Source: an optimization exercise on an open RTL-to-GDS flow (aim: small area and a short achievable clock period). Production flows keep margins and buffers that such runs may drop. Function was not checked in any run shown here: the RTL went through the layout flow alone. Power and IR drop assume default switching activity.

==> flow/design.v, too long to show whole: its modules and the start of the top module <==
// module MULTI_32bit: 4027 lines
// module MULTI_32bit_fa: 6 lines
// module MULTI_32bit_enc: 7 lines
// module MULTI_32bit_c42: 9 lines
// module MULTI_32bit_c42n: 8 lines
// module MULTI_32bit_pp: 5 lines
// module MULTI_32bit_xor: 5 lines
// module MULTI_32bit_and: 5 lines
// module MULTI_32bit_ha: 6 lines
module MULTI_32bit(clk, rst, A, B, F);
  // ...
==> flow/flow/run.sh <==
#!/bin/bash
# The standard layout, but with port buffers of a plain buffer cell
# (buffer_ports otherwise picks a delay cell, clkdlybuf4s50_1).
set -euo pipefail
export BUFFER_PORTS_ARGS="-buffer_cell sky130_fd_sc_hd__buf_4"
bash standard.sh > make_finish.log 2>&1
==> flow/standard.sh <==
#!/bin/bash
# synth_recipe.tcl (not shown) runs the flow's synth.tcl, then flattens the netlist and writes it again
# the make line also repeats each setting of config.mk as NAME=value (left out here)
make -C /OpenROAD-flow-scripts/flow DESIGN_CONFIG=/design/flow/config.mk WORK_HOME=/design/flow/orfs CLKGATE_MAP_FILE= SYNTH_SCRIPT=/design/flow/synth_recipe.tcl "${@:-finish}"
==> flow/config.mk <==
export PLATFORM = sky130hd
export DESIGN_NAME = MULTI_32bit
export DESIGN_NICKNAME = MULTI_32bit
export VERILOG_FILES = /design/flow/design.v
export SDC_FILE = /design/flow/constraint.sdc
export NUM_CORES = 4
export LEC_CHECK = 0
export ABC_CLOCK_PERIOD_IN_PS = 2500
export CAP_MARGIN = 20
export CORE_MARGIN = 2
export CORE_UTILIZATION = 40
export CTS_BUF_LIST = sky130_fd_sc_hd__clkbuf_8
export SETUP_SLACK_MARGIN = 4.3
export SLEW_MARGIN = 20
export SYNTH_HIERARCHICAL = 1
export SYNTH_MINIMUM_KEEP_SIZE = 0
==> flow/constraint.sdc <==
create_clock -name core_clock -period 7.0 [get_ports {clk}]
set_input_delay 1.4000 -clock core_clock [delete_from_list [all_inputs] [get_ports {clk}]]
set_output_delay 1.4000 -clock core_clock [all_outputs]
set_load 0.01 [all_outputs]
==> flow_summary.yaml, run 1 <==
pwr:
  ir_drop_uv: 249.2
  seq_power_share_pct: 28.8
  powerComb_mw: 6.74
  clk-power_mw: 2.35
clocking:
  cts_buffer_depth: 3
  clk_latency_ps: 640
  cts_max_level: 3
  cts_setup_buffers: 6
routing:
  wl_per_cell_um: 21.37
  topRoutingLayerUsed: "met4"
  wl_met3_mm: 4.105
  first_pass_iters: 5
setup_path:
  cp_cell_sequence: "fa_1 > fa_1 > fa_1 > fa_1 > xor2_1"
  end_kind: "register"
  crit_start: "r1_c31_0$_DFF_P_"
  crit_arrival_ps: 3160
  path_max_fanout: 2
layout:
  fin_cells: 2879
  fill_cells: 5164
  layout-drive-gt1-share_pct: 14.00
  final_area_um2: 26350
  top_register: "F"
  nets: 2470
die:
  die_h_um: 243.4
  start_util_pct: 40.59
global_route:
  grtUsageMet3_pct: 3.657
  grt_first_pass_wirelength_mm: 93.76
  grt_use_total_pct: 20.78
placed_design:
  dp.final_hpwl_mm: 46.87
  placed_area_um2: 24410
hold_path:
  hold_path_class: "register to register"
  whs_endpoint: "r2_p2$_DFF_P_"
sta:
  final_hold_viol_count: 0
  slew_viol_final: 0
  min_period_ps: 2652
synthesis:
  synth_warnings: 7
run_status:
  status: "no timing/DRC/antenna violations"
==> inputs of run 2 (changes only) <==
--- a/flow/design.v
+++ b/flow/design.v
@@ -2536,2 +2536,8 @@
   wire q1819;
+  assign one1 = B[0] ^ 1'b0;
+  assign two2 = (B[1] & ~B[0] & ~1'b0) | (~B[1] & B[0] & 1'b0);
+  assign neg3 = B[1] & ~(B[0] & 1'b0);
+  assign one4 = B[0] ^ 1'b0;
+  assign two5 = (B[1] & ~B[0] & ~1'b0) | (~B[1] & B[0] & 1'b0);
+  assign neg6 = B[1] & ~(B[0] & 1'b0);
   assign xt7 = A[0] ^ B[1];
@@ -2822,2 +2828,8 @@
   assign nn627 = ~neg573;
+  assign one628 = B[22] ^ B[21];
+  assign two629 = (1'b1 & ~B[22] & ~B[21]) | (~1'b1 & B[22] & B[21]);
+  assign neg630 = 1'b1 & ~(B[22] & B[21]);
+  assign one631 = B[22] ^ B[21];
+  assign two632 = (1'b1 & ~B[22] & ~B[21]) | (~1'b1 & B[22] & B[21]);
+  assign neg633 = 1'b1 & ~(B[22] & B[21]);
   assign pp634 = (one628 & ~A[0]) | two629;
@@ -3324,4 +3336,2 @@
   assign q1819 = r2_h47 ^ G1793;
-  MULTI_32bit_enc u_enc0_0 (.y2(B[1]), .y1(B[0]), .y0(1'b0), .one(one1), .two(two2), .neg(neg3));
-  MULTI_32bit_enc u_enc0_1 (.y2(B[1]), .y1(B[0]), .y0(1'b0), .one(one4), .two(two5), .neg(neg6));
   MULTI_32bit_pp u_pp8 (.one(one1), .two(two2), .t0(xt7), .t1(B[1]), .pp(pp8));
@@ -3351,4 +3361,6 @@
   MULTI_32bit_pp u_pp56 (.one(one4), .two(two5), .t0(B[1]), .t1(xi55), .pp(pp56));
-  MULTI_32bit_enc u_enc1_0 (.y2(B[3]), .y1(B[2]), .y0(B[1]), .one(one58), .two(two59), .neg(neg60));
-  MULTI_32bit_enc u_enc1_1 (.y2(B[3]), .y1(B[2]), .y0(B[1]), .one(one61), .two(two62), .neg(neg63));
+  MULTI_32bit_xor u_one1_0 (.a(B[2]), .b(B[1]), .y(one58));
+  MULTI_32bit_enc2 u_enc1_0 (.y2(B[3]), .y1(B[2]), .y0(B[1]), .two(two59), .neg(neg60));
+  MULTI_32bit_xor u_one1_1 (.a(B[2]), .b(B[1]), .y(one61));
+  MULTI_32bit_enc2 u_enc1_1 (.y2(B[3]), .y1(B[2]), .y0(B[1]), .two(two62), .neg(neg63));
   MULTI_32bit_pp u_pp65 (.one(one58), .two(two59), .t0(xt64), .t1(B[3]), .pp(pp65));
@@ -3378,4 +3390,6 @@
   MULTI_32bit_pp u_pp113 (.one(one61), .two(two62), .t0(B[3]), .t1(xi112), .pp(pp113));
-  MULTI_32bit_enc u_enc2_0 (.y2(B[5]), .y1(B[4]), .y0(B[3]), .one(one115), .two(two116), .neg(neg117));
-  MULTI_32bit_enc u_enc2_1 (.y2(B[5]), .y1(B[4]), .y0(B[3]), .one(one118), .two(two119), .neg(neg120));
+  MULTI_32bit_xor u_one2_0 (.a(B[4]), .b(B[3]), .y(one115));
+  MULTI_32bit_enc2 u_enc2_0 (.y2(B[5]), .y1(B[4]), .y0(B[3]), .two(two116), .neg(neg117));
+  MULTI_32bit_xor u_one2_1 (.a(B[4]), .b(B[3]), .y(one118));
+  MULTI_32bit_enc2 u_enc2_1 (.y2(B[5]), .y1(B[4]), .y0(B[3]), .two(two119), .neg(neg120));
   MULTI_32bit_pp u_pp122 (.one(one115), .two(two116), .t0(xt121), .t1(B[5]), .pp(pp122));
@@ -3405,4 +3419,6 @@
   MULTI_32bit_pp u_pp170 (.one(one118), .two(two119), .t0(B[5]), .t1(xi169), .pp(pp170));
-  MULTI_32bit_enc u_enc3_0 (.y2(B[7]), .y1(B[6]), .y0(B[5]), .one(one172), .two(two173), .neg(neg174));
-  MULTI_32bit_enc u_enc3_1 (.y2(B[7]), .y1(B[6]), .y0(B[5]), .one(one175), .two(two176), .neg(neg177));
+  MULTI_32bit_xor u_one3_0 (.a(B[6]), .b(B[5]), .y(one172));
+  MULTI_32bit_enc2 u_enc3_0 (.y2(B[7]), .y1(B[6]), .y0(B[5]), .two(two173), .neg(neg174));
+  MULTI_32bit_xor u_one3_1 (.a(B[6]), .b(B[5]), .y(one175));
+  MULTI_32bit_enc2 u_enc3_1 (.y2(B[7]), .y1(B[6]), .y0(B[5]), .two(two176), .neg(neg177));
   MULTI_32bit_pp u_pp179 (.one(one172), .two(two173), .t0(xt178), .t1(B[7]), .pp(pp179));
@@ -3432,4 +3448,6 @@
   MULTI_32bit_pp u_pp227 (.one(one175), .two(two176), .t0(B[7]), .t1(xi226), .pp(pp227));
-  MULTI_32bit_enc u_enc4_0 (.y2(B[9]), .y1(B[8]), .y0(B[7]), .one(one229), .two(two230), .neg(neg231));
-  MULTI_32bit_enc u_enc4_1 (.y2(B[9]), .y1(B[8]), .y0(B[7]), .one(one232), .two(two233), .neg(neg234));
+  MULTI_32bit_xor u_one4_0 (.a(B[8]), .b(B[7]), .y(one229));
+  MULTI_32bit_enc2 u_enc4_0 (.y2(B[9]), .y1(B[8]), .y0(B[7]), .two(two230), .neg(neg231));
+  MULTI_32bit_xor u_one4_1 (.a(B[8]), .b(B[7]), .y(one232));
+  MULTI_32bit_enc2 u_enc4_1 (.y2(B[9]), .y1(B[8]), .y0(B[7]), .two(two233), .neg(neg234));
   MULTI_32bit_pp u_pp236 (.one(one229), .two(two230), .t0(xt235), .t1(B[9]), .pp(pp236));
@@ -3459,4 +3477,6 @@
   MULTI_32bit_pp u_pp284 (.one(one232), .two(two233), .t0(B[9]), .t1(xi283), .pp(pp284));
-  MULTI_32bit_enc u_enc5_0 (.y2(B[11]), .y1(B[10]), .y0(B[9]), .one(one286), .two(two287), .neg(neg288));
-  MULTI_32bit_enc u_enc5_1 (.y2(B[11]), .y1(B[10]), .y0(B[9]), .one(one289), .two(two290), .neg(neg291));
+  MULTI_32bit_xor u_one5_0 (.a(B[10]), .b(B[9]), .y(one286));
+  MULTI_32bit_enc2 u_enc5_0 (.y2(B[11]), .y1(B[10]), .y0(B[9]), .two(two287), .neg(neg288));
+  MULTI_32bit_xor u_one5_1 (.a(B[10]), .b(B[9]), .y(one289));
+  MULTI_32bit_enc2 u_enc5_1 (.y2(B[11]), .y1(B[10]), .y0(B[9]), .two(two290), .neg(neg291));
   MULTI_32bit_pp u_pp293 (.one(one286), .two(two287), .t0(xt292), .t1(B[11]), .pp(pp293));
@@ -3486,4 +3506,6 @@
   MULTI_32bit_pp u_pp341 (.one(one289), .two(two290), .t0(B[11]), .t1(xi340), .pp(pp341));
-  MULTI_32bit_enc u_enc6_0 (.y2(B[13]), .y1(B[12]), .y0(B[11]), .one(one343), .two(two344), .neg(neg345));
-  MULTI_32bit_enc u_enc6_1 (.y2(B[13]), .y1(B[12]), .y0(B[11]), .one(one346), .two(two347), .neg(neg348));
+  MULTI_32bit_xor u_one6_0 (.a(B[12]), .b(B[11]), .y(one343));
+  MULTI_32bit_enc2 u_enc6_0 (.y2(B[13]), .y1(B[12]), .y0(B[11]), .two(two344), .neg(neg345));
+  MULTI_32bit_xor u_one6_1 (.a(B[12]), .b(B[11]), .y(one346));
+  MULTI_32bit_enc2 u_enc6_1 (.y2(B[13]), .y1(B[12]), .y0(B[11]), .two(two347), .neg(neg348));
   MULTI_32bit_pp u_pp350 (.one(one343), .two(two344), .t0(xt349), .t1(B[13]), .pp(pp350));
@@ -3513,4 +3535,6 @@
   MULTI_32bit_pp u_pp398 (.one(one346), .two(two347), .t0(B[13]), .t1(xi397), .pp(pp398));
-  MULTI_32bit_enc u_enc7_0 (.y2(B[15]), .y1(B[14]), .y0(B[13]), .one(one400), .two(two401), .neg(neg402));
-  MULTI_32bit_enc u_enc7_1 (.y2(B[15]), .y1(B[14]), .y0(B[13]), .one(one403), .two(two404), .neg(neg405));
+  MULTI_32bit_xor u_one7_0 (.a(B[14]), .b(B[13]), .y(one400));
+  MULTI_32bit_enc2 u_enc7_0 (.y2(B[15]), .y1(B[14]), .y0(B[13]), .two(two401), .neg(neg402));
+  MULTI_32bit_xor u_one7_1 (.a(B[14]), .b(B[13]), .y(one403));
+  MULTI_32bit_enc2 u_enc7_1 (.y2(B[15]), .y1(B[14]), .y0(B[13]), .two(two404), .neg(neg405));
   MULTI_32bit_pp u_pp407 (.one(one400), .two(two401), .t0(xt406), .t1(B[15]), .pp(pp407));
@@ -3540,4 +3564,6 @@
   MULTI_32bit_pp u_pp455 (.one(one403), .two(two404), .t0(B[15]), .t1(xi454), .pp(pp455));
-  MULTI_32bit_enc u_enc8_0 (.y2(B[17]), .y1(B[16]), .y0(B[15]), .one(one457), .two(two458), .neg(neg459));
-  MULTI_32bit_enc u_enc8_1 (.y2(B[17]), .y1(B[16]), .y0(B[15]), .one(one460), .two(two461), .neg(neg462));
+  MULTI_32bit_xor u_one8_0 (.a(B[16]), .b(B[15]), .y(one457));
+  MULTI_32bit_enc2 u_enc8_0 (.y2(B[17]), .y1(B[16]), .y0(B[15]), .two(two458), .neg(neg459));
+  MULTI_32bit_xor u_one8_1 (.a(B[16]), .b(B[15]), .y(one460));
+  MULTI_32bit_enc2 u_enc8_1 (.y2(B[17]), .y1(B[16]), .y0(B[15]), .two(two461), .neg(neg462));
   MULTI_32bit_pp u_pp464 (.one(one457), .two(two458), .t0(xt463), .t1(B[17]), .pp(pp464));
@@ -3567,4 +3593,6 @@
   MULTI_32bit_pp u_pp512 (.one(one460), .two(two461), .t0(B[17]), .t1(xi511), .pp(pp512));
-  MULTI_32bit_enc u_enc9_0 (.y2(B[19]), .y1(B[18]), .y0(B[17]), .one(one514), .two(two515), .neg(neg516));
-  MULTI_32bit_enc u_enc9_1 (.y2(B[19]), .y1(B[18]), .y0(B[17]), .one(one517), .two(two518), .neg(neg519));
+  MULTI_32bit_xor u_one9_0 (.a(B[18]), .b(B[17]), .y(one514));
+  MULTI_32bit_enc2 u_enc9_0 (.y2(B[19]), .y1(B[18]), .y0(B[17]), .two(two515), .neg(neg516));
+  MULTI_32bit_xor u_one9_1 (.a(B[18]), .b(B[17]), .y(one517));
+  MULTI_32bit_enc2 u_enc9_1 (.y2(B[19]), .y1(B[18]), .y0(B[17]), .two(two518), .neg(neg519));
   MULTI_32bit_pp u_pp521 (.one(one514), .two(two515), .t0(xt520), .t1(B[19]), .pp(pp521));
@@ -3594,4 +3622,6 @@
   MULTI_32bit_pp u_pp569 (.one(one517), .two(two518), .t0(B[19]), .t1(xi568), .pp(pp569));
-  MULTI_32bit_enc u_enc10_0 (.y2(B[21]), .y1(B[20]), .y0(B[19]), .one(one571), .two(two572), .neg(neg573));
-  MULTI_32bit_enc u_enc10_1 (.y2(B[21]), .y1(B[20]), .y0(B[19]), .one(one574), .two(two575), .neg(neg576));
+  MULTI_32bit_xor u_one10_0 (.a(B[20]), .b(B[19]), .y(one571));
+  MULTI_32bit_enc2 u_enc10_0 (.y2(B[21]), .y1(B[20]), .y0(B[19]), .two(two572), .neg(neg573));
+  MULTI_32bit_xor u_one10_1 (.a(B[20]), .b(B[19]), .y(one574));
+  MULTI_32bit_enc2 u_enc10_1 (.y2(B[21]), .y1(B[20]), .y0(B[19]), .two(two575), .neg(neg576));
   MULTI_32bit_pp u_pp578 (.one(one571), .two(two572), .t0(xt577), .t1(B[21]), .pp(pp578));
@@ -3621,4 +3651,2 @@
   MULTI_32bit_pp u_pp626 (.one(one574), .two(two575), .t0(B[21]), .t1(xi625), .pp(pp626));
-  MULTI_32bit_enc u_enc11_0 (.y2(1'b1), .y1(B[22]), .y0(B[21]), .one(one628), .two(two629), .neg(neg630));
-  MULTI_32bit_enc u_enc11_1 (.y2(1'b1), .y1(B[22]), .y0(B[21]), .one(one631), .two(two632), .neg(neg633));
   MULTI_32bit_pp u_pp637 (.one(one628), .two(two629), .t0(xi635), .t1(xi636), .pp(pp637));
@@ -4038,2 +4066,8 @@
   assign two = (y2 & ~y1 & ~y0) | (~y2 & y1 & y0);
+  assign neg = y2 & ~(y1 & y0);
+endmodule
+module MULTI_32bit_enc2(y2, y1, y0, two, neg);
+  input y2, y1, y0;
+  output two, neg;
+  assign two = (y2 & ~y1 & ~y0) | (~y2 & y1 & y0);
   assign neg = y2 & ~(y1 & y0);
--- a/flow/config.mk
+++ b/flow/config.mk
@@ -11,3 +11,5 @@
 export CORE_UTILIZATION = 40
-export CTS_BUF_LIST = sky130_fd_sc_hd__clkbuf_8
+export CTS_BUF_LIST = sky130_fd_sc_hd__clkbuf_16
+export CTS_CLUSTER_DIAMETER = 80
+export CTS_CLUSTER_SIZE = 30
 export SETUP_SLACK_MARGIN = 4.3
==> run 2 against run 1 <==
Still clean. Routed wire length is 5.4% lower. Count of clock-buffer cells in the layout down 67. Maximum frequency is 1.4% lower. Sequential power fell by 2%. Cell count down 4.9%. Cell area down 2.2%. Worst hold slack better by 11 ps. Synthesized cell count shrank 2.3%. Critical path type unchanged. Highest routed layer unchanged.
==> flow_summary.yaml, run 2 <==
run_status:
  status: "no timing/DRC/antenna violations"
layout:
  mostFrequentLayoutCells: "dfxtp_1, xor2_1, a22o_1, fa_1, buf_4"
  top_register: "F"
  layout-drive-gt1-share_pct: 12.66
  final_common_cell: "dfxtp_1"
  largest_reg_flops: 32
  areaGrowthSynthToFinish_pct: 14.47
  top_regs: "F: 32 flops, r1_e: 8 flops, r2_e: 8 flops"
  fill_cells: 5050
  seqCellArea_um2: 7955
  fin_cells: 2739
  nets: 2350
  multiInputGateArea_um2: 14650
global_route:
  antenna_found_initial: 0
  grt_pass1_vias: 15050
  overflow: 0
  grt_use_total_pct: 20.18
  grt_max_degree: 38
  grt_first_pass_wirelength_mm: 89.08
placed_design:
  dp.final_hpwl_mm: 44.65
  portBuffers: 96
  gp_congestion: 0.8620
  placed_cells: 2682
sta:
  fin_tns_setup_ps: 0
  fin_skew_ps: 30.57
  slew_viol_final: 0
  setup_viol: 0
  min_period_ps: 2690
  max_freq_mhz: 371.8
  rsz0062_at_grt: "yes"
  fin_hold_ws_ps: 335.5
  worst_pin_slew_ps: 715.0
  relSlewSlack_pct: 52.29
  final_hold_viol_count: 0
  fin_crit_sh_pct: 38.42
setup_path:
  cpMostUsedCell: "fa_1"
  critPathBufInv: 0
  path_delay_family: "adder cells"
  path_max_fanout: 2
  start_kind: "register"
  end_kind: "register"
  slowest_stage: "fa_1"
  crit_required_ps: 7450
  timing_worst_setup_path_type: "register to register"
  critPathMaxStageDelay_ps: 560
  cp_cell_sequence: "fa_1 > fa_1 > fa_1 > fa_1 > xor2_1"
  crit_arrival_ps: 3140
routing:
  dr_wl_met2_mm: 26.68
  first_pass_iters: 6
  wl_met3_mm: 3.783
  via_count: 14630
  drt_iter0_drc: 1138
  drt-total-wl_mm: 58.24
  topRoutingLayerUsed: "met4"
  wl_per_cell_um: 21.26
  vias_per_cell: 5.343
  drc: 0
  met1_length_mm: 26.56
  detail-route-antenna-nets: 0
clocking:
  clk_latency_ps: 590
  cts_buffers: 25
  cts_buffer_depth: 3
  clkSinkCount: 397
  cts_tree: "built"
  cts_max_level: 1
  clk_pin_slew_ps: 100
  cts_root_buf: "clkbuf_16"
pwr:
  p_leak_nw: 10.99
  finalPower_mw: 12.02
  ir_drop_uv: 282.3
  p_per_area_nw_per_um2: 466.3
die:
  die_w_um: 241.3
  start_util_pct: 40.63
  die_h_um: 241.3
  coreArea_um2: 55420
  die_area_um2: 58210
  io_pins: 98
  rows: 86
synthesis:
  syn_inst: 1904
  syn_area_per_cell_um2: 11.83
  synth_warnings: 7
  netlist_area_um2: 22520
run:
  max-cap-violations: 0
hold_path:
  hold_path_class: "register to register"
run 2: cell count changes in the layout (fill, tap and decap cells not counted), sizes merged, moves of 7 or more:
cell / previous run / this run
nor2: 20 / 29
xor2: 310 / 332
ha: 79 / 57
mux2: 20 / 8
and2: 51 / 58
clkinv: 12 / 3
nand2: 66 / 47
conb: 11 / 0
xnor2: 30 / 18
nor2b: 16 / 6
a21oi: 50 / 40
clkbuf: 92 / 28
run 2: final timing paths:
check                                 startpoint             end  slack (ps)  cells past startpoint
worst max-delay path            r1_c35_0$_DFF_P_  r2_h36$_DFF_P_        4310                      5
worst min-delay path             r1_c2_0$_DFF_P_   r2_p2$_DFF_P_         340                      0
worst max register to register  r1_c35_0$_DFF_P_  r2_h36$_DFF_P_        4310                      5
worst min register to register   r1_c2_0$_DFF_P_   r2_p2$_DFF_P_         340                      0
run 2: layout make-up:
cell class,count,share of cell area [%]
Inverter,92,1.379
Antenna cell,1,0.009709
Clock buffer,25,2.427
Tap cell,748,3.631
Clock inverter,20,1.194
Sequential cell,397,30.86
Multi-Input combinational cell,1347,56.84
Timing Repair Buffer,109,3.655
run 2: metrics by stage:
| stage | util, % | worst slack (ps) | area [um^2] |
|---|---|---|---|
| after global routing | 46.51 | 4227 | 25770 |
| final | 46.51 | 4310 | 25770 |
| after CTS | 45.92 | 4278 | 25450 |
| after global placement | 43.45 | 3249 | 24080 |
| after floorplan | - | 4116 | 23010 |
| after detailed placement | 43.46 | 3230 | 24080 |
run 2: routing by layer:
layer / GRT usage [%] / up-vias
met2: 31.98 / 439
met1: 28.48 / 7414
met4: 4.807 / 0
li1: - / 6715
met5: 0 / -
met3: 3.977 / 66
run 2: power by group:
group,switching (mW),internal (mW)
Combinational,3.45,3.22
Clock,0.970,0.753
Sequential,0.509,3.12
run 2: repair_timing:
action	in CTS	in global routing
hold buffers	0	0
gates cloned	1	0
buffers inserted	2	8
gates resized for setup	66	42
endpoints found under the setup margin	151	83
pin swaps	11	13
==> inputs of run 3 (changes only) <==
--- a/flow/config.mk
+++ b/flow/config.mk
@@ -14,2 +14,3 @@
 export CTS_CLUSTER_SIZE = 30
+export PLACE_DENSITY = 0.65
 export SETUP_SLACK_MARGIN = 4.3
==> run 3 against run 2 <==
Clock power down 7%. Maximum frequency down 0.35%. Area after synthesis unchanged. Flip-flop and latch count unchanged. Via count up 1.4%. Die area unchanged. Count of clock-buffer cells in the layout down 2. Critical path type is now primary input to register. Still clean. Global-route usage down 0.52 points. Combinational power down 1%.
==> flow_summary.yaml, run 3 <==
routing:
  vias_per_cell: 5.428
  wl_per_cell_um: 21.01
  drt_iter0_drc: 1305
  first_pass_iters: 5
  detail-route-antenna-nets: 0
  drt-total-wl_mm: 57.41
  via_count: 14830
  drc: 0
clocking:
  clk_latency_ps: 560
  cts_buffers: 23
  cts_max_level: 1
  clkSinkCount: 397
  clk_pin_slew_ps: 100
  cts_tree: "built"
  cts_hold_buf: 0
  cts_root_buf: "clkbuf_16"
  cts_buffer_depth: 3
setup_path:
  path_delay_family: "compound AO/OA/AOI/OAI gates"
  start_kind: "primary input"
  critPathBufInv: 1
  crit_arrival_ps: 3120
  critPathMaxStageDelay_ps: 460
  end_kind: "register"
  crit_required_ps: 7420
  slowest_stage: "fa_1"
  timing_worst_setup_path_type: "primary input to register"
  rr_startpoint: "r2_g43$_DFF_P_"
  rr_worst_depth: 9
  path_max_fanout: 37
  cp_cell_sequence: "clkbuf_8 > nand2_1 > o22ai_4 > a22o_1 > fa_1"
  r2r_end: "F[22]$_DFF_P_"
  worst-r2r-setup-slack_ps: 4310
die:
  coreArea_um2: 55420
  die_w_um: 241.3
  die_h_um: 241.3
  io_pins: 98
  die_area_um2: 58210
  rows: 86
  start_util_pct: 40.63
synthesis:
  syn_area_per_cell_um2: 11.83
  synth_warnings: 7
  netlist_area_um2: 22520
  syn_inst: 1904
sta:
  fin_skew_ps: 20.26
  min_period_ps: 2699
  slew_viol_final: 0
  fin_hold_ws_ps: 332.8
  worst_pin_slew_ps: 673.7
  fin_crit_sh_pct: 38.56
  relSlewSlack_pct: 55.05
  max_freq_mhz: 370.5
  setup_slack_ps: 4301
  fin_tns_setup_ps: 0
  setup_viol: 0
  rsz0062_at_grt: "yes"
  final_hold_viol_count: 0
global_route:
  overflow: 0
  grt_first_pass_wirelength_mm: 87.86
  grt_max_degree: 38
  antenna_found_initial: 3
  grt_pass1_vias: 15380
  grt_use_total_pct: 19.66
run_status:
  status: "no timing/DRC/antenna violations"
layout:
  layout-drive-gt1-share_pct: 11.74
  top_register: "F"
  areaGrowthSynthToFinish_pct: 13.90
  top_regs: "F: 32 flops, r1_e: 8 flops, r2_e: 8 flops"
  multiInputGateArea_um2: 14620
  nets: 2347
  final_area_um2: 25650
  fill_cells: 5048
  mostFrequentLayoutCells: "dfxtp_1, xor2_1, a22o_1, fa_1, buf_4"
  seqCellArea_um2: 7954
  final_common_cell: "dfxtp_1"
  largest_reg_flops: 32
pwr:
  ir_drop_uv: 294.9
  p_per_area_nw_per_um2: 459.9
  finalPower_mw: 11.80
  p_leak_nw: 10.93
placed_design:
  portBuffers: 96
  dp.final_hpwl_mm: 43.52
  gp_congestion: 0.8469
  place_ws_ps: 3284
  placed_area_um2: 24080
hold_path:
  hold_path_class: "register to register"
  hold_depth: 0
  whs_endpoint: "r2_e[1]$_DFF_P_"
  hold_start: "r1_e[1]$_DFF_P_"
run:
  max-cap-violations: 0
==> run 3: area by class of cell <==
type | instances | area share, %
Antenna cell | 1 | 0.009757
Sequential cell | 397 | 31.01
Clock buffer | 23 | 2.244
Inverter | 92 | 1.386
Multi-Input combinational cell | 1348 | 57.00
Timing Repair Buffer | 107 | 3.654
Clock inverter | 17 | 1.049
Tap cell | 748 | 3.649
==> run 3: timing repair <==
item                       4_1_cts  5_1_grt
gates cloned                     1        1
setup endpoints to repair      163       60
resized for setup               69       20
buffers inserted                 1        8
pin swaps                        7       10
==> run 3: through the flow <==
| step | std cells | utilization, % |
|---|---|---|
| after global routing | 2733 | 46.28 |
| after global placement | 2681 | 43.45 |
| after CTS | 2723 | 45.83 |
| after floorplan | 1904 | - |
| final | 2733 | 46.28 |
| after detailed placement | 2681 | 43.46 |
==> run 3: worst max-delay path by stage <==
stage	endpoint	depth (start not counted)	slack, ps	startpoint
after floorplan	r1_e[7]$_DFF_P_	9	4120	A[24]
after global placement	r1_c28_6$_DFF_P_	4	3210	B[13]
after detailed placement	r1_c34_4$_DFF_P_	4	3280	B[15]
after CTS	F[24]$_DFF_P_	9	4300	r2_p10$_DFF_P_
after global routing	F[22]$_DFF_P_	10	4180	r2_p10$_DFF_P_
final	r1_c23_6$_DFF_P_	5	4300	B[15]
==> run 3: worst register-to-register path, stage by stage, from the launching register on <==
cell	delay [ps]
dfxtp_1	340
or3_1	430
o21bai_1	180
a31o_1	240
a21o_1	230
a2111oi_4	380
o211ai_4	150
buf_12	190
o2111a_1	240
a311oi_1	240
==> run 3: metal layers <==
metal | global-route usage, % | part of all wire, %
met1 | 27.49 | 45
met5 | 0 | 0
met4 | 5.556 | 3.0
met3 | 3.316 | 6.9
met2 | 31.49 | 45
==> run 3: power by group <==
part           internal [mW]  total [mW]  switching, mW
clock network          0.713        1.60          0.890
registers               3.12        3.62          0.500
logic                   3.16        6.58           3.42
total                   6.99        11.8           4.81
==> inputs of run 4 (changes only) <==
--- a/flow/config.mk
+++ b/flow/config.mk
@@ -14,3 +14,3 @@
 export CTS_CLUSTER_SIZE = 30
-export PLACE_DENSITY = 0.65
+export GPL_ROUTABILITY_DRIVEN = 0
 export SETUP_SLACK_MARGIN = 4.3
==> run 4 against run 3 <==
Register-to-register slack barely moved. Worst hold slack improved by 2.7 ps. Count of clock-buffer cells in the layout rose by 2. Cell count rose by 0.22%. Clock power rose by 7%. Sequential share of layout area fell by 0.15 points. Cell area rose by 0.50%. Highest routed layer unchanged.
==> flow_summary.yaml, run 4 <==
synthesis:
  netlist_area_um2: 22520
  synth_warnings: 7
  syn_inst: 1904
  syn_area_per_cell_um2: 11.83
sta:
  rsz0062_at_grt: "yes"
  fin_skew_ps: 30.57
  setup_viol: 0
  setup_slack_ps: 4310
  relSlewSlack_pct: 52.29
  fin_crit_sh_pct: 38.42
  worst_pin_slew_ps: 715.0
  final_hold_viol_count: 0
  min_period_ps: 2690
  max_freq_mhz: 371.8
  fin_tns_setup_ps: 0
  slew_viol_final: 0
die:
  io_pins: 98
  coreArea_um2: 55420
  rows: 86
  die_w_um: 241.3
  die_area_um2: 58210
  start_util_pct: 40.63
  die_h_um: 241.3
placed_design:
  portBuffers: 96
  placed_area_um2: 24080
  place_ws_ps: 3230
  dp.final_hpwl_mm: 44.65
setup_path:
  critPathMaxStageDelay_ps: 560
  start_kind: "register"
  crit_arrival_ps: 3140
  timing_worst_setup_path_type: "register to register"
  worst-r2r-setup-slack_ps: 4310
  end_kind: "register"
  critPathBufInv: 0
  cpMostUsedCell: "fa_1"
  path_delay_family: "adder cells"
  path_max_fanout: 2
  cp_cell_sequence: "fa_1 > fa_1 > fa_1 > fa_1 > xor2_1"
  crit_required_ps: 7450
  slowest_stage: "fa_1"
global_route:
  grt_max_degree: 38
  grt_first_pass_wirelength_mm: 89.08
  grt_use_total_pct: 20.18
  grt_pass1_vias: 15050
  overflow: 0
  antenna_found_initial: 0
clocking:
  cts_max_level: 1
  clkSinkCount: 397
  cts_buffer_depth: 3
  cts_tree: "built"
  clk_pin_slew_ps: 100
  cts_buffers: 25
  clk_latency_ps: 590
  cts_root_buf: "clkbuf_16"
layout:
  fill_cells: 5050
  mostFrequentLayoutCells: "dfxtp_1, xor2_1, a22o_1, fa_1, buf_4"
  top_register: "F"
  final_util_pct: 46.51
  final_area_um2: 25770
  areaGrowthSynthToFinish_pct: 14.47
  nets: 2350
  largest_reg_flops: 32
  layout-drive-gt1-share_pct: 12.66
  top_regs: "F: 32 flops, r1_e: 8 flops, r2_e: 8 flops"
  final_common_cell: "dfxtp_1"
routing:
  detail-route-antenna-nets: 0
  first_pass_iters: 6
  wl_per_cell_um: 21.26
  vias_per_cell: 5.343
  drt-total-wl_mm: 58.24
  via_count: 14630
  drc: 0
  drt_iter0_drc: 1138
hold_path:
  hold_path_class: "register to register"
pwr:
  p_per_area_nw_per_um2: 466.3
  p_leak_nw: 10.99
  ir_drop_uv: 282.3
run:
  max-cap-violations: 0
run_status:
  status: "no timing/DRC/antenna violations"
run 4: cell count changes in the layout (fill, tap and decap cells not counted), moves of 3 or more:
| cell | previous run | this run |
|---|---|---|
| fa_2 | 1 | 4 |
| dfxtp_2 | 2 | 6 |
| inv_1 | 89 | 92 |
| buf_4 | 90 | 93 |
| inv_16 | 2 | 7 |
| dfxtp_1 | 394 | 391 |
| xor2_2 | 8 | 11 |
| fa_1 | 254 | 251 |
run 4: worst register-to-register path: stages (launching register included):
cell and delay, ps:
dfxtp_1 330, fa_1 480, fa_1 530, fa_1 450, fa_1 560, xor2_1 200
run 4: worst paths after layout:
check,from,end,cells past startpoint
setup / recovery,r1_c35_0$_DFF_P_,r2_h36$_DFF_P_,5
hold / removal,r1_c2_0$_DFF_P_,r2_p2$_DFF_P_,0
setup reg to reg,r1_c35_0$_DFF_P_,r2_h36$_DFF_P_,5
hold reg to reg,r1_c2_0$_DFF_P_,r2_p2$_DFF_P_,0
run 4: per-layer routing:
metal	wire length (um)	vias to the layer above	GRT usage [%]
met4	1209	0	4.807
met5	0	-	0
met3	3783	66	3.977
met1	26560	7414	28.48
met2	26680	439	31.98
li1	-	6715	-
run 4: cell type report:
type                       count  area, um^2  share of cell area, %
sequential                   397        7955                  30.86
inverter                      92       355.3                  1.379
antenna                        1       2.502               0.009709
multi-input combinational   1347       14650                  56.84
clock buffer                  25       625.6                  2.427
clock inverter                20       307.8                  1.194
tap                          748       935.9                  3.631
timing repair buffer         109       942.2                  3.655
run 4: repair_timing:
action                                  4_1_cts  5_1_grt
setup buffers                                 2        8
hold buffers                                  0        0
hold endpoints to repair                      0        0
pin swaps                                    11       13
endpoints found under the setup margin      151       83
cloned                                        1        0
gates resized for setup                      66       42
run 4: power breakdown:
part / internal (mW) / switching, mW
clock network: 0.753 / 0.970
registers: 3.12 / 0.509
logic: 3.22 / 3.45
total: 7.09 / 4.93
run 4: metrics by stage:
| step | power [mW] | std cells | hold slack (ps) |
|---|---|---|---|
| 2_1_floorplan | 8.070 | 1904 | 309.6 |
| 3_3_place_gp | 9.919 | 2681 | 310.1 |
| 3_5_place_dp | 10.07 | 2682 | 313.5 |
| 4_1_cts | 11.99 | 2730 | 336.7 |
| 5_1_grt | 13.08 | 2738 | 342.8 |
| 6_report | 12.02 | 2739 | 335.5 |
==> inputs of run 5 (changes only) <==
--- a/flow/config.mk
+++ b/flow/config.mk
@@ -14,4 +14,3 @@
 export CTS_CLUSTER_SIZE = 30
-export GPL_ROUTABILITY_DRIVEN = 0
-export SETUP_SLACK_MARGIN = 4.3
+export SETUP_SLACK_MARGIN = 4.5
 export SLEW_MARGIN = 20
==> run 5 against run 4 <==
Still clean on timing, DRC and antenna. Non-clock buffer count is 27 higher. First-iteration DRC count is 2.7% lower. Sequential power hardly changed. Setup slack worse by 86 ps. Cell count is 1.1% higher. Sequential share of layout area is 1.2 points lower. Maximum frequency is 3.1% lower. Die area stayed put. Count of clock-buffer cells in the layout is 1 higher. Critical path depth is 6 higher. Critical path type unchanged. Largest power group unchanged.
==> flow_summary.yaml, run 5 <==
run_status:
  status: "no timing/DRC/antenna violations"
routing:
  drt-total-wl_mm: 59.55
  vias_per_cell: 5.341
  drt_iter0_drc: 1107
  wl_per_cell_um: 21.51
  drc: 0
  via_count: 14790
  detail-route-antenna-nets: 0
  first_pass_iters: 5
sta:
  fin_crit_sh_pct: 39.66
  max_freq_mhz: 360.2
  relSlewSlack_pct: 61.69
  final_hold_viol_count: 0
  min_period_ps: 2776
  fin_skew_ps: 23.11
  fin_tns_setup_ps: 0
  slew_viol_final: 0
  worst_pin_slew_ps: 574.2
  setup_viol: 0
  rsz0062_at_grt: "yes"
hold_path:
  hold_path_class: "register to register"
global_route:
  antenna_found_initial: 0
  grt_pass1_vias: 15390
  overflow: 0
  grt_first_pass_wirelength_mm: 90.73
  grt_max_degree: 38
  grt_use_total_pct: 20.60
layout:
  nets: 2379
  areaGrowthSynthToFinish_pct: 20.02
  largest_reg_flops: 32
  top_regs: "F: 32 flops, r1_e: 8 flops, r2_e: 8 flops"
  fin_cells: 2768
  layout-drive-gt1-share_pct: 24.60
  mostFrequentLayoutCells: "dfxtp_1, xor2_1, a22o_1, fa_2, fa_1"
  antennaDiodeCount: 0
  top_register: "F"
  final_common_cell: "dfxtp_1"
die:
  die_area_um2: 58210
  coreArea_um2: 55420
  die_w_um: 241.3
  io_pins: 98
  start_util_pct: 40.63
  rows: 86
  die_h_um: 241.3
synthesis:
  syn_area_per_cell_um2: 11.83
  syn_inst: 1904
  netlist_area_um2: 22520
  synth_warnings: 7
clocking:
  cts_tree: "built"
  cts_root_buf: "clkbuf_16"
  cts_max_level: 1
  clk_latency_ps: 600
  cts_buffer_depth: 3
  cts_buffers: 26
  clkSinkCount: 397
  clk_pin_slew_ps: 100
  cts_hold_buf: 0
pwr:
  p_per_area_nw_per_um2: 470.6
  p_comb_share_pct: 57.6
  p_leak_nw: 11.14
  netSwitchingPower_mw: 5.159
  switching_share_pct: 40.57
  seq_power_share_pct: 28.6
  pwr-share-clk_pct: 13.7
  ir_drop_uv: 275.2
  p_int_mw: 7.557
setup_path:
  timing_worst_setup_path_type: "register to register"
  crit_required_ps: 7470
  worst-r2r-setup-slack_ps: 4220
  start_kind: "register"
  end_kind: "register"
  path_max_fanout: 6
  crit_arrival_ps: 3250
placed_design:
  dp.final_hpwl_mm: 44.59
  gp_congestion: 0.8482
  placed_cells: 2681
  portBuffers: 96
run:
  max-cap-violations: 0
-- run 5: worst paths after layout --
path / startpoint / endpoint / cells after the start
min: r1_s$_DFF_P_ / r2_s$_DFF_P_ / 0
min reg2reg: r1_s$_DFF_P_ / r2_s$_DFF_P_ / 0
max reg2reg: r2_p10$_DFF_P_ / F[15]$_DFF_P_ / 11
max: r2_p10$_DFF_P_ / F[15]$_DFF_P_ / 11
-- run 5: power groups by stage --
| stage | clock network, mW | registers [mW] | logic (mW) |
|---|---|---|---|
| 2_1_floorplan | 0 | 3.52 | 4.59 |
| 3_3_place_gp | 0 | 3.63 | 6.32 |
| 3_5_place_dp | 0 | 3.65 | 6.44 |
| 4_1_cts | 1.80 | 3.63 | 7.22 |
| 5_1_grt | 1.88 | 3.72 | 8.10 |
| 6_report | 1.74 | 3.64 | 7.33 |
-- run 5: per-layer routing --
layer / vias up / GRT usage, % / share of wire (%)
met2: 472 / 33.41 / 46
met1: 7427 / 28.64 / 46
met3: 93 / 2.974 / 5.5
li1: 6793 / - / -
met4: 0 / 6.135 / 3.1
met5: - / 0 / 0
-- run 5: worst max-delay path: stages (launching register included) --
cell      delay (ps)
dfxtp_2          370
nand4_1          190
nor3_2           250
o31ai_4           80
buf_6            140
o211a_4          260
o211a_4          280
o21a_4           210
o211ai_4         220
buf_12           190
buf_16           150
mux2_4           290
-- run 5: area by class of cell --
class	instances	area [um^2]
Inverter	92	357.8
Fill cell	4887	28390
Multi-Input combinational cell	1348	15250
Sequential cell	397	8018
Clock inverter	21	322.8
Tap cell	748	935.9
Timing Repair Buffer	136	1484
Clock buffer	26	650.6
-- run 5: repair_timing --
item | in CTS | in global routing
pin swaps | 85 | 52
setup buffers | 21 | 12
gates resized for setup | 214 | 45
cloned | 7 | 0
endpoints found under the setup margin | 206 | 148
-- run 5: per-stage QoR --
stage	power, mW	worst slack (ps)	hold WS [ps]	area, um^2	util (%)
6_report	12.72	4224	332.6	27020	48.77
3_5_place_dp	10.09	3258	312.1	24440	44.10
5_1_grt	13.70	4100	341.0	27020	48.77
4_1_cts	12.65	4274	335.1	26700	48.18
2_1_floorplan	8.115	4116	309.6	23670	-
3_3_place_gp	9.955	3309	310.4	24440	44.10

## port drivers added, routing unchanged
The results above use ideal ports. As a check the final layouts listed here were re-extracted and re-timed, cells and wires unchanged. Step 1 assumes that a clkbuf_16 drives the clock port and a buf_2 every other input. Step 2, shift: input delay + t, output delay - t, t = (earliest + latest rising clock arrival at the registers) / 2. This alone moves slack from input paths to output paths. Three values: ideal ports, drivers, drivers and shift; two values: the first two.
| run | shift t [ns] | slack for setup (ns) | hold slack, ns | worst slew at a driven data input, ns | cell pins on the clock port's net |
|---|---|---|---|---|---|
| run 1 | 0.672 | 4.348 / 4.293 / 3.621 | 0.325 / 0.325 / 0.325 | 0.11 | 1 |
| run 2 | 0.633 | 4.310 / 4.310 / 3.708 | 0.335 / 0.335 / 0.335 | 0.08 | 1 |
| run 3 | 0.605 | 4.301 / 4.306 / 3.718 | 0.333 / 0.333 / 0.333 | 0.10 | 1 |
| run 4 | 0.633 | 4.310 / 4.310 / 3.708 | 0.335 / 0.335 / 0.335 | 0.08 | 1 |
| run 5 | 0.643 | 4.224 / 4.224 / 3.839 | 0.333 / 0.333 / 0.333 | 0.08 | 1 |
After both steps every run listed still meets setup and hold. For run 1, which loses most, drivers alone change the setup slack by -0.055 ns; drivers and shift together by -0.727 ns.
